This design comes from an exercise in tuning for small area and a short achievable clock period on the open sky130 flow, not from production work.
Function was checked by simulation only, so behaviour that the tests miss may differ from the original.
No activity file was given, so power comes from the tool's default toggle rates.

`design.v`:
```
module alu_top (
    input             clk,
    input      [3:0]  ALU_Sel,
    input      [31:0] operand_0,
    input      [31:0] operand_1,
    output reg [31:0] result
);
    reg  [3:0]  sel_q;
    reg  [31:0] op0_q;
    reg  [31:0] op1_q;
    wire [31:0] alu_result;
    always @(posedge clk) begin
        sel_q  <= ALU_Sel;
        op0_q  <= operand_0;
        op1_q  <= operand_1;
        result <= alu_result;
    end
    ALU u_alu (
        .ALU_Sel   (sel_q),
        .operand_0 (op0_q),
        .operand_1 (op1_q),
        .result    (alu_result)
    );
endmodule

module ALU(
    input [3:0] ALU_Sel,
    input [31:0] operand_0,
    input [31:0] operand_1,
    output reg [31:0] result
);
    localparam ADD              = 4'b0000; 
    localparam SUB              = 4'b0001; 
    localparam AND              = 4'b0010;
    localparam OR               = 4'b0011;
    localparam XOR              = 4'b0100;
    localparam SHL_LOGICAL      = 4'b0101;
    localparam SHR_LOGICAL      = 4'b0110;
    localparam SHR_ARITHMETIC   = 4'b0111;
    localparam LESS_THAN        = 4'b1000;
always @(*) begin
    case (ALU_Sel)
        ADD: result = operand_0 + operand_1;
        SUB: result = operand_0 - operand_1;
        AND: result = operand_0 & operand_1;
        OR:  result = operand_0 | operand_1;
        XOR: result = operand_0 ^ operand_1;
        SHL_LOGICAL: result = operand_0 << operand_1[4:0];
        SHR_LOGICAL: result = operand_0 >> operand_1[4:0];
        SHR_ARITHMETIC: result = $signed(operand_0) >>> operand_1[4:0];
        LESS_THAN: result = ($signed(operand_0) < $signed(operand_1)) ? 32'b1 : 32'b0;
        default: result = 32'b0;
    endcase
end
endmodule
```
`run.sh`:
```
#!/bin/bash
# synth_recipe.tcl (not shown) runs the flow's synth.tcl, then flattens the netlist and writes it again
# the make line also repeats each setting of config.mk as NAME=value (left out here)
make -C /OpenROAD-flow-scripts/flow DESIGN_CONFIG=/design/flow/config.mk WORK_HOME=/design/flow/orfs CLKGATE_MAP_FILE= SYNTH_SCRIPT=/design/flow/synth_recipe.tcl finish
```
`config.mk`:
```
export PLATFORM = sky130hd
export DESIGN_NAME = alu_top
export DESIGN_NICKNAME = alu_top
export VERILOG_FILES = /design/flow/design.v
export SDC_FILE = /design/flow/constraint.sdc
export NUM_CORES = 4
export LEC_CHECK = 0
export CAP_MARGIN = 20
export CORE_MARGIN = 2
export CORE_UTILIZATION = 30
export SLEW_MARGIN = 20
```
`constraint.sdc`:
```
create_clock -name core_clock -period 4.0 [get_ports {clk}]
set_input_delay 0.8000 -clock core_clock [delete_from_list [all_inputs] [get_ports {clk}]]
set_output_delay 0.8000 -clock core_clock [all_outputs]
set_load 0.01 [all_outputs]
```
==> results of run 1 <==
==> layout by cell type, fill, tap and decap left out, types with 5 or more instances in the layout <==
master	instances
a22o_1	9
ha_1	97
a221o_1	15
o31ai_1	16
buf_4	47
nor2b_1	7
nand4_1	8
nand2_1	142
o211ai_1	28
mux2_2	20
o22ai_1	14
o221ai_1	14
and2_1	9
inv_1	98
a211o_1	5
and3_1	9
o2111ai_1	14
or2_2	7
o21a_1	14
nor2_1	117
nand3_1	18
a211oi_1	16
a31oi_1	11
o21bai_1	11
nor4_1	11
clkbuf_16	10
nand2b_1	6
o21ai_0	101
a22oi_1	13
mux4_1	6
a21oi_1	102
clkdlybuf4s50_1	100
dfxtp_1	95
a21o_1	14
nor3_1	21
a221oi_1	14
mux4_2	28
mux2i_1	45
o211a_1	6
==> routing by layer <==
metal  wire [um]  global-route usage (%)
met5          14                       0
met4        1820                    10.3
met3        5070                    6.56
met2       19900                    37.2
met1       19400                    33.6
==> worst max-delay path: cells and delay by family (launching register included) <==
family	cells	cell delay, ps
AO/OA/AOI/OAI	4	1520
AND/OR/NAND/NOR	3	700
buffers and inverters	2	400
adder cells (fa/ha/maj)	1	470
flip-flops	1	580
==> synth_stat cells (all sizes together) (10+ instances only) <==
library cell  number
o31ai             18
o2111ai           15
nand3             18
a22oi             13
a21oi            103
o21a              14
ha                97
a221oi            15
o211ai            28
buf               36
a211oi            16
a221o             15
mux2              21
o221ai            14
nor2             118
dfxtp            100
inv              102
and2              10
clkbuf            62
nand2            142
o21bai            11
o21ai            107
o22ai             14
mux4              34
nor4              15
a21o              15
mux2i             45
a31oi             12
nor3              21
==> flip-flops by register name, summed over array words and instances (netlist names) <==
name / cells
op0_q: 32
op1_q: 32
result: 32
sel_q: 4
==> cell type report <==
| type | instances | area, um^2 |
|---|---|---|
| Tap cell | 461 | 577 |
| Fill cell | 3756 | 22900 |
| Clock inverter | 6 | 52.6 |
| Antenna cell | 2 | 5.00 |
| Multi-Input combinational cell | 1061 | 7890 |
| Timing Repair Buffer | 148 | 1370 |
| Clock buffer | 10 | 250 |
| Inverter | 102 | 383 |
| Sequential cell | 100 | 2010 |
==> worst min-delay path by stage <==
stage | start | slack, ps | to
floorplan | op1_q[8] | 620 | result[8]
global placement | sel_q[3] | 680 | result[0]
detailed placement | sel_q[3] | 690 | result[0]
CTS | sel_q[3] | 710 | result[0]
global route | op1_q[5] | 750 | result[5]
finish | sel_q[3] | 700 | result[0]
==> stage by stage <==
step | util [%] | worst slack [ps]
floorplan | - | 321
global placement | 34.5 | 352
detailed placement | 34.5 | 296
CTS | 35.4 | 263
global route | 35.4 | 65.3
finish | 35.4 | 191
==> where the power goes <==
part,internal [mW],switching (mW),leakage [nW]
Clock,0.470,0.463,0.148
Sequential,1.08,0.0837,0.843
Combinational,0.583,0.823,4.21
Total,2.14,1.37,5.20
==> cell families (layout without fill, tap and decap cells) <==
family	Yosys count	in the layout	share of synthesized area (%)
compound gates	482	482	31.8
simple gates	376	376	15.9
buf+inv	200	266	7.78
mux	100	100	13.8
flops	100	100	18.7
fa+ha+maj	99	99	11.7
xor+xnor	4	4	0.327
other cells	0	2	0
==> results.toml, run 1 <==
[pwr]
power_density_nw_per_um2 = 280
post-layout-total-power_mw = 3.50
power_leakage_nw = 5.20
ir_drop_mv = 0.220

[min_path]
min_path_cells = 2
hp-class = "flop to flop"

[setup_path]
critPathKind = "flop to flop"
crit_arrival_ps = 4100
rr_startpoint = "op0_q[11]"
rr_endpoint = "result[19]"
required_ps = 4290
crit_path_start_kind = "flop"
worst-r2r-setup-slack_ps = 190
rr_worst_depth = 10
crit_chain = "inv_1, ha_1, inv_1, nand3_1, nor4_1, o211ai_1, a2111oi_4, nor2_1, a221o_1, a221o_1"
cp_slowest_cell = "dfxtp_1"
startpoint = "op0_q[11]"
cp-end-kind = "flop"
path_max_fanout = 8
critPathMaxStageDelay_ps = 580
crit_path_end = "result[19]"

[routing]
firstDrtPassIters = 8
postRouteAntennaNets = 0
detail_route.wl_per_cell_um = 24.4
num_vias = 11500
drt_iter0_markers = 1422
wirelength_um = 46200
vias_per_cell = 6.07
drc = 0

[cts]
cts_setup_buffers = 0
hold_buffers = 0
clock_sinks = 100
clock-root-buffer = "clkbuf_16"
cts.reportedPaths.clkPinSlew_ps = 80
cts_resized = 0
ctsLongestPathBuffers = 2
clock_latency_ps = 400
cts_tree = "built"
cts_made_buffers = 9
cts.htree.levels = 3

[placed_design]
place_congestion = 1.01
placed_area_um2 = 12200
place_inst = 1872
port_buffers = 100
hpwl_um = 34900

[floorplanning]
core-area_um2 = 35400
io_pins = 101
dieArea_um2 = 37200
num_rows = 69
die_w_um = 193
die_h_um = 193
floorplan.initialDensity_pct = 30.2

[grt]
grt_pass1_vias = 10700
grt-ovfl-total = 0
gr-usage-all-layers_pct = 24.8
antenna_found_initial = 2
grt_max_degree = 78
grt_first_pass_wirelength_um = 68600

[status]
status = "no timing/DRC/antenna violations"

[timing]
tns_ps = 0
tightest_slew_ps = 875
rsz0062_at_grt = "false"
finalCritPeriodShare_pct = 95.2
fmax_mhz = 263
hold-worst-slack_ps = 697
slew_headroom_pct = 41.1
hold_viol_final = 0
drv_slew = 0
setup_viol = 0
post-route-min-period_ps = 3810
skew_ps = 10.9

[finish]
synthToLayoutAreaGrowth_pct = 17.1
drive_above_1_share_pct = 11.0
nets = 1590
stdcell_count = 1890
fin_area_um2 = 12500

[yosys]
synth_top_area_share_pct = 18.7
synth-seq-area-share_pct = 18.7
syn_area_per_cell_um2 = 7.87
synth_flop_cell = "dfxtp_1"
synthesis.area_um2 = 10700
synthTopCellsByArea = "dfxtp_1 19%, ha_1 11%, mux4_2 5.9%, nand2_1 5.0%, a21oi_1 4.8%"
syn_nets = 1529
async_flop_share_pct = 0
synth.ff_latch_count = 100
synth_top_area_cell = "dfxtp_1"
netlist_instances = 1361
ys_types = 91
ys_warn_count = 2
synth_edf_count = 0

[flow_run]
maxCapViolCount = 0
==> run 2: changes to the inputs <==
==> design.v (replaced) <==
module alu_top (
    input             clk,
    input      [3:0]  ALU_Sel,
    input      [31:0] operand_0,
    input      [31:0] operand_1,
    output reg [31:0] result
);
    reg  [3:0]  sel_q;
    reg  [31:0] op0_q;
    reg  [31:0] op1_q;
    wire [31:0] alu_result;
    always @(posedge clk) begin
        sel_q  <= ALU_Sel;
        op0_q  <= operand_0;
        op1_q  <= operand_1;
        result <= alu_result;
    end
    ALU u_alu (
        .ALU_Sel   (sel_q),
        .operand_0 (op0_q),
        .operand_1 (op1_q),
        .result    (alu_result)
    );
endmodule

module ALU(
    input [3:0] ALU_Sel,
    input [31:0] operand_0,
    input [31:0] operand_1,
    output [31:0] result
);
    wire [3:0]  s = ALU_Sel;
    wire [31:0] a = operand_0;
    wire [31:0] b = operand_1;
    wire        sub = s[0] | s[3];
    wire [31:0] bx  = b ^ {32{sub}};
    wire [32:0] s33 = {a, 1'b1} + {bx, sub};
    wire [31:0] sum = s33[32:1];
    wire        lt  = (a[31] ^ b[31]) ? a[31] : sum[31];
    wire        left = ~s[1];
    wire        fill = s[1] & s[0] & a[31];
    wire [31:0] arev, srev;
    genvar i;
    generate for (i = 0; i < 32; i = i + 1) begin : g_rev
        assign arev[i] = a[31-i];
        assign srev[i] = sr[31-i];
    end endgenerate
    wire [31:0] sin = left ? arev : a;
    wire [63:0] ext = {{32{fill}}, sin};
    wire [63:0] sx  = ext >> b[4:0];
    wire [31:0] sr  = sx[31:0];
    wire [31:0] shr = left ? srev : sr;
    wire g_arith = ~s[3] & ~s[2] & ~s[1];
    wire g_and   = ~s[3] & ~s[2] &  s[1] & ~s[0];
    wire g_or    = ~s[3] & ~s[2] &  s[1] &  s[0];
    wire g_xor   = ~s[3] &  s[2] & ~s[1] & ~s[0];
    wire g_sh    = ~s[3] &  s[2] & (s[1] | s[0]);
    wire g_slt   =  s[3] & ~s[2] & ~s[1] & ~s[0];
    assign result = ({32{g_arith}} & sum)
                  | ({32{g_and}}   & (a & b))
                  | ({32{g_or}}    & (a | b))
                  | ({32{g_xor}}   & (a ^ b))
                  | ({32{g_sh}}    & shr)
                  | {31'b0, g_slt & lt};
endmodule
==> run 2 against run 1 <==
  * Largest power group unchanged
  * Sequential cell count stayed put
  * Clock power is 1% lower
  * Highest routed layer is now met4
  * Critical path type unchanged
  * Clock skew hardly changed
  * Global-route usage is 5.2 points lower
  * Synthesized cell count is 26% lower
==> results.toml, run 2 <==
[status]
status = "no timing/DRC/antenna violations"

[yosys]
synthTopCellsByArea = "dfxtp_1 23%, ha_1 15%, mux4_2 7.3%, o21ai_0 4.6%, xnor2_1 4.4%"
synth_edf_count = 0
synth_top_area_cell = "dfxtp_1"
synth_flop_cell = "dfxtp_1"
synth_most_common_cell = "ha_1"
syn_area_per_cell_um2 = 8.51
ys_warn_count = 1
yosys-top-cells-count = "103 x ha_1, 100 x dfxtp_1, 87 x nand2_1, 79 x o21ai_0, 72 x nor2_1"
synth.ff_latch_count = 100
async_flop_share_pct = 0
synth_top_area_share_pct = 23.2
syn_nets = 1184
ys_types = 67
synth-seq-area-share_pct = 23.2
netlist_instances = 1012
synthesis.area_um2 = 8610

[floorplanning]
die_h_um = 173
num_rows = 62
die_w_um = 173
core-area_um2 = 28500
dieArea_um2 = 30100
floorplan.initialDensity_pct = 30.2
io_pins = 101

[placed_design]
place_congestion = 0.960
port_buffers = 100
placed_area_um2 = 10100
hpwl_um = 23000

[cts]
cts.reportedPaths.clkPinSlew_ps = 70
cts_tree = "built"
clock_latency_ps = 370
clock-root-buffer = "clkbuf_16"
cts.htree.levels = 3
cts_made_buffers = 9
ctsLongestPathBuffers = 2
clock_sinks = 100
hold_buffers = 0

[timing]
hold-worst-slack_ps = 688
rsz0062_at_grt = "false"
hold_viol_final = 0
slew_headroom_pct = 49.9
drv_slew = 0
skew_ps = 10.8
fmax_mhz = 268
setup_viol = 0
finalCritPeriodShare_pct = 93.1
post-route-min-period_ps = 3730
tns_ps = 0
tightest_slew_ps = 749

[routing]
firstDrtPassIters = 7
detail_route.wl_per_cell_um = 20.1
drc = 0
num_vias = 8076
wirelength_um = 29800
vias_per_cell = 5.44
drt_iter0_markers = 652
postRouteAntennaNets = 0

[setup_path]
critPathKind = "flop to flop"
crit_path_start_kind = "flop"
required_ps = 4300
cp-end-kind = "flop"
crit_arrival_ps = 4020
path_max_fanout = 13

[pwr]
power_density_nw_per_um2 = 318
ir_drop_mv = 0.221
power_leakage_nw = 4.41

[grt]
antenna_found_initial = 0
gr-usage-all-layers_pct = 19.6
grt-ovfl-total = 0
grt_first_pass_wirelength_um = 45800
grt_pass1_vias = 7744
grt_max_degree = 41

[finish]
mostFrequentLayoutCells = "103 x ha_1, 100 x clkdlybuf4s50_1, 98 x dfxtp_1"
synthToLayoutAreaGrowth_pct = 20.9
n_antenna_cell = 0
layout_commonest_cell = "ha_1"
utilization_pct = 36.6
reg.largest.list = "op0_q x32, op1_q x32, result x32"
fin_area_um2 = 10400
drive_above_1_share_pct = 10.2
nets = 1268

[min_path]
hp-class = "flop to flop"

[flow_run]
maxCapViolCount = 0
## run 2: cells by family after synthesis
family	count (synthesis)	synth area share [%]
AOI/OAI and AO/OA	302	23.0
xor gates and xnor gates	57	5.80
adders and majority gates	103	15.0
buffers and inverters	136	6.57
DFF	100	23.2
muxes	81	14.3
and+or+nand+nor	233	12.1
## run 2: area by class of cell
type,instances,area [um^2]
Clock buffer,12,256
Clock inverter,4,47.5
Fill cell,2937,18100
Inverter,73,274
Multi-Input combinational cell,776,6070
Sequential cell,100,2000
Tap cell,384,480
Timing Repair Buffer,136,1280
## run 2: routing by layer
| layer | global-route usage (%) | vias up | share of wire (%) |
|---|---|---|---|
| li1 | - | 3843 | - |
| met1 | 26.5 | 3853 | 44 |
| met2 | 32.0 | 336 | 47 |
| met3 | 3.18 | 44 | 7.0 |
| met4 | 6.53 | 0 | 2.3 |
| met5 | 0 | - | 0 |
## run 2: final timing paths
check             startpoint          to  slack, ps  cells after the start
hold / removal     op1_q[29]  result[29]        690                      4
setup / recovery    sel_q[0]   result[0]        270                     12
setup reg to reg    sel_q[0]   result[0]        270                     12
hold reg to reg    op1_q[29]  result[29]        690                      4
## run 2: report_power, final
part	switching [mW]	total, mW	internal [mW]
clock	0.403	0.921	0.518
combinational	0.672	1.23	0.555
sequential	0.0900	1.17	1.08
total	1.16	3.31	2.15
## run 2: worst max-delay path: stages, from the launching register on
cell       delay, ps
dfxtp_1          650
nor2_4            60
buf_12           160
xnor2_1          120
ha_1             360
a2111oi_0        570
o31ai_1          200
nand2_1          240
a31oi_1          310
a21oi_1          400
a21oi_1          130
mux2_2           300
o21ai_1          140
## run 2: repair_timing
item	CTS	global route
buffers inserted	0	5
gates resized for setup	0	0
endpoints found under the setup margin	0	8
## run 2: metrics by stage
stage               setup slack, ps  cells  power, mW
floorplan                       523   1012       1.95
global placement                382   1464       2.38
detailed placement              271   1464       2.39
CTS                             224   1480       3.32
global route                   24.0   1485       3.48
finish                          274   1485       3.31
==> run 3: changes to the inputs <==
--- a/config.mk
+++ b/config.mk
@@ -8,4 +8,5 @@
 export CAP_MARGIN = 20
 export CORE_MARGIN = 2
 export CORE_UTILIZATION = 30
+export SETUP_SLACK_MARGIN = 1.0
 export SLEW_MARGIN = 20
==> run 3 against run 2 <==
  * Critical path type unchanged
  * Count of clock-buffer cells in the layout shrank 3
  * First-iteration DRC count grew 24%
  * Synthesized cell count is the same
  * Synthesized area is the same
  * Sequential power is essentially flat
  * Final cell count grew 1.3%
  * Non-clock buffer count grew 19
  * Sequential cell count is the same
  * Global-route usage grew 0.16 points
  * Worst setup slack gained 770 ps
==> results.toml, run 3 <==
[status]
status = "no timing/DRC/antenna violations"

[yosys]
synth-simple-area-share_pct = 12.1
async_flop_share_pct = 0
synth-seq-area-share_pct = 23.2
synth_fa_ha_area_share_pct = 15.0
syn_area_per_cell_um2 = 8.51
synthTopCellsByArea = "dfxtp_1 23%, ha_1 15%, mux4_2 7.3%, o21ai_0 4.6%, xnor2_1 4.4%"
synth_most_common_cell = "ha_1"
yosys-top-cells-count = "103 x ha_1, 100 x dfxtp_1, 87 x nand2_1, 79 x o21ai_0, 72 x nor2_1"
synth_edf_count = 0
netlist_instances = 1012
synth_mux_area_share_pct = 14.3
synth_top_area_share_pct = 23.2
ys_warn_count = 1
synth_top_family_by_area = "compound AO/OA/AOI/OAI gates"
syn_nets = 1184
synth_top_area_cell = "dfxtp_1"
synthXorXnorAreaFrac_pct = 5.80
ys_types = 67
synth.ff_latch_count = 100
synthesis.area_um2 = 8610
synth_compound_area_share_pct = 23.0
synth_flop_cell = "dfxtp_1"

[cts]
cts_tree = "built"
clock_sinks = 100
ctsLongestPathBuffers = 2
cts.reportedPaths.clkPinSlew_ps = 70
hold_buffers = 0
clock_latency_ps = 370
clock-root-buffer = "clkbuf_16"
cts_made_buffers = 9
cts.htree.levels = 3

[timing]
hold_viol_final = 0
rsz0062_at_grt = "true"
slew_headroom_pct = 45.8
setup_slack_ps = 1050
tightest_slew_ps = 811
post-route-min-period_ps = 2950
skew_ps = 11.0
drv_slew = 0
setup_viol = 0
fmax_mhz = 338
tns_ps = 0
finalCritPeriodShare_pct = 73.9

[min_path]
holdPathEnd = "result[17]"
hp-start = "op1_q[17]"
min_path_cells = 4
hp-class = "flop to flop"

[placed_design]
place_congestion = 0.965
pre_cts_slack_ps = 199
placed_area_um2 = 10100
hpwl_um = 23200
port_buffers = 100

[grt]
antenna_found_initial = 0
grt_max_degree = 41
grt_first_pass_wirelength_um = 46300
gr-usage-all-layers_pct = 19.8
grt-ovfl-total = 0
grt_pass1_vias = 7871

[setup_path]
rr_worst_depth = 12
path_max_fanout = 6
worst-r2r-setup-slack_ps = 1050
required_ps = 4250
crit_path_start_kind = "flop"
rr_startpoint = "sel_q[3]"
critPathKind = "flop to flop"
crit_arrival_ps = 3200
cp-end-kind = "flop"
rr_endpoint = "result[21]"

[finish]
nFillCells = 2961
reg.largest.list = "op0_q x32, op1_q x32, result x32"
drive_above_1_share_pct = 16.4
synthToLayoutAreaGrowth_pct = 28.0
nets = 1287
fin_area_um2 = 11000
n_antenna_cell = 0
layout_commonest_cell = "clkdlybuf4s50_1"
seq_area_um2 = 2010
mostFrequentLayoutCells = "100 x clkdlybuf4s50_1, 96 x dfxtp_1, 93 x ha_1"
multi_input_area_um2 = 6420

[routing]
firstDrtPassIters = 5
route.met2.wl_um = 14300
wirelength_um = 31100
postRouteAntennaNets = 0
detail_route.wl_per_cell_um = 20.7
drt-met1-wl_um = 13700
route.met3.wl_um = 2190
num_vias = 8352
drc = 0
vias_per_cell = 5.55
topRoutingLayerUsed = "met4"
drt_iter0_markers = 807

[pwr]
power_leakage_nw = 4.59
power_density_nw_per_um2 = 312
post-layout-total-power_mw = 3.43
ir_drop_mv = 0.205

[floorplanning]
io_pins = 101
dieArea_um2 = 30100
die_w_um = 173
core-area_um2 = 28500
die_h_um = 173
num_rows = 62
floorplan.initialDensity_pct = 30.2

[flow_run]
maxCapViolCount = 0
[run 3: area by class of cell]
type | count | area share [%]
multi-input cells | 776 | 58.2
flip-flops and latches | 100 | 18.2
repair buffers | 155 | 14.0
well taps | 384 | 4.36
inverters | 73 | 2.49
clock buffers | 9 | 2.04
clock inverters | 7 | 0.624
[run 3: worst max path at each step]
stage                   from         end  slack [ps]  cells after the start
floorplan           sel_q[0]  result[24]         970                     15
global placement    sel_q[3]  result[24]         310                     12
detailed placement  sel_q[3]  result[24]         200                     12
CTS                 sel_q[3]  result[24]         980                     13
global route        sel_q[3]  result[24]         930                     13
finish              sel_q[3]  result[21]        1050                     12
[run 3: metrics by stage]
stage,cells,util (%),hold WS [ps]
finish,1504,38.7,699
floorplan,1012,-,614
global route,1504,38.7,754
detailed placement,1464,35.5,673
global placement,1464,35.5,662
CTS,1487,37.1,700
[run 3: worst max-delay path, stage by stage, from the launching register on]
cell and delay (ps):
dfxtp_4 360, nor2_4 100, buf_12 150, buf_6 130, xnor2_1 90, ha_2 250
a2111oi_4 380, o31ai_2 130, nand2_2 170, a31oi_4 180, a211o_1 370, xor2_1 160
a221o_1 360
[run 3: repair_timing]
item / in CTS / in global routing
gates resized for setup: 27 / 57
cloned: 0 / 2
setup endpoints to repair: 31 / 22
pin swaps: 8 / 21
setup buffers: 7 / 15
[run 3: cell families after synthesis]
| group | count (synthesis) |
|---|---|
| buf+inv | 136 |
| simple gates | 233 |
| compound gates | 302 |
| xor+xnor | 57 |
| flops | 100 |
| fa+ha+maj | 103 |
| mux | 81 |
[run 3: power breakdown]
| part | internal [mW] | switching, mW | leakage (nW) | total (mW) |
|---|---|---|---|---|
| Clock | 0.438 | 0.437 | 0.144 | 0.874 |
| Sequential | 1.08 | 0.0884 | 0.840 | 1.17 |
| Combinational | 0.649 | 0.746 | 3.61 | 1.40 |
[run 3: layer usage]
metal  GRT usage [%]  vias to the layer above
met5               0                        -
met4            5.83                        0
met3            2.72                       62
met2            32.1                      384
met1            27.4                     4019
li1                -                     3887

-- separate check: timing with driven ports --
How much do the figures lean on ideal ports? The routed layouts below were timed once more, with nothing changed but the port constraints.
Step 1 assumes that a clkbuf_16 drives the clock port and a buf_2 every other input.
Step 2 moves the port delays by t, midway between the first and last clock arrival at a register: inputs arrive t later, outputs are due t later. That takes back most of the time a late clock gives input paths.
Three values: ideal ports, drivers, drivers and shift; two values: the first two.
| run | t (ns) | setup WS [ns] | hold WS [ns] | worst slew at a driven data input, ns |
|---|---|---|---|---|
| run 1 | 0.446 | 0.191 / 0.191 / 0.191 | 0.697 / 0.697 / 0.697 | 0.05 |
| run 2 | 0.412 | 0.274 / 0.274 / 0.274 | 0.688 / 0.688 / 0.688 | 0.04 |
| run 3 | 0.409 | 1.045 / 1.045 / 1.045 | 0.699 / 0.699 / 0.699 | 0.04 |
After both steps setup and hold are still met in every run listed.
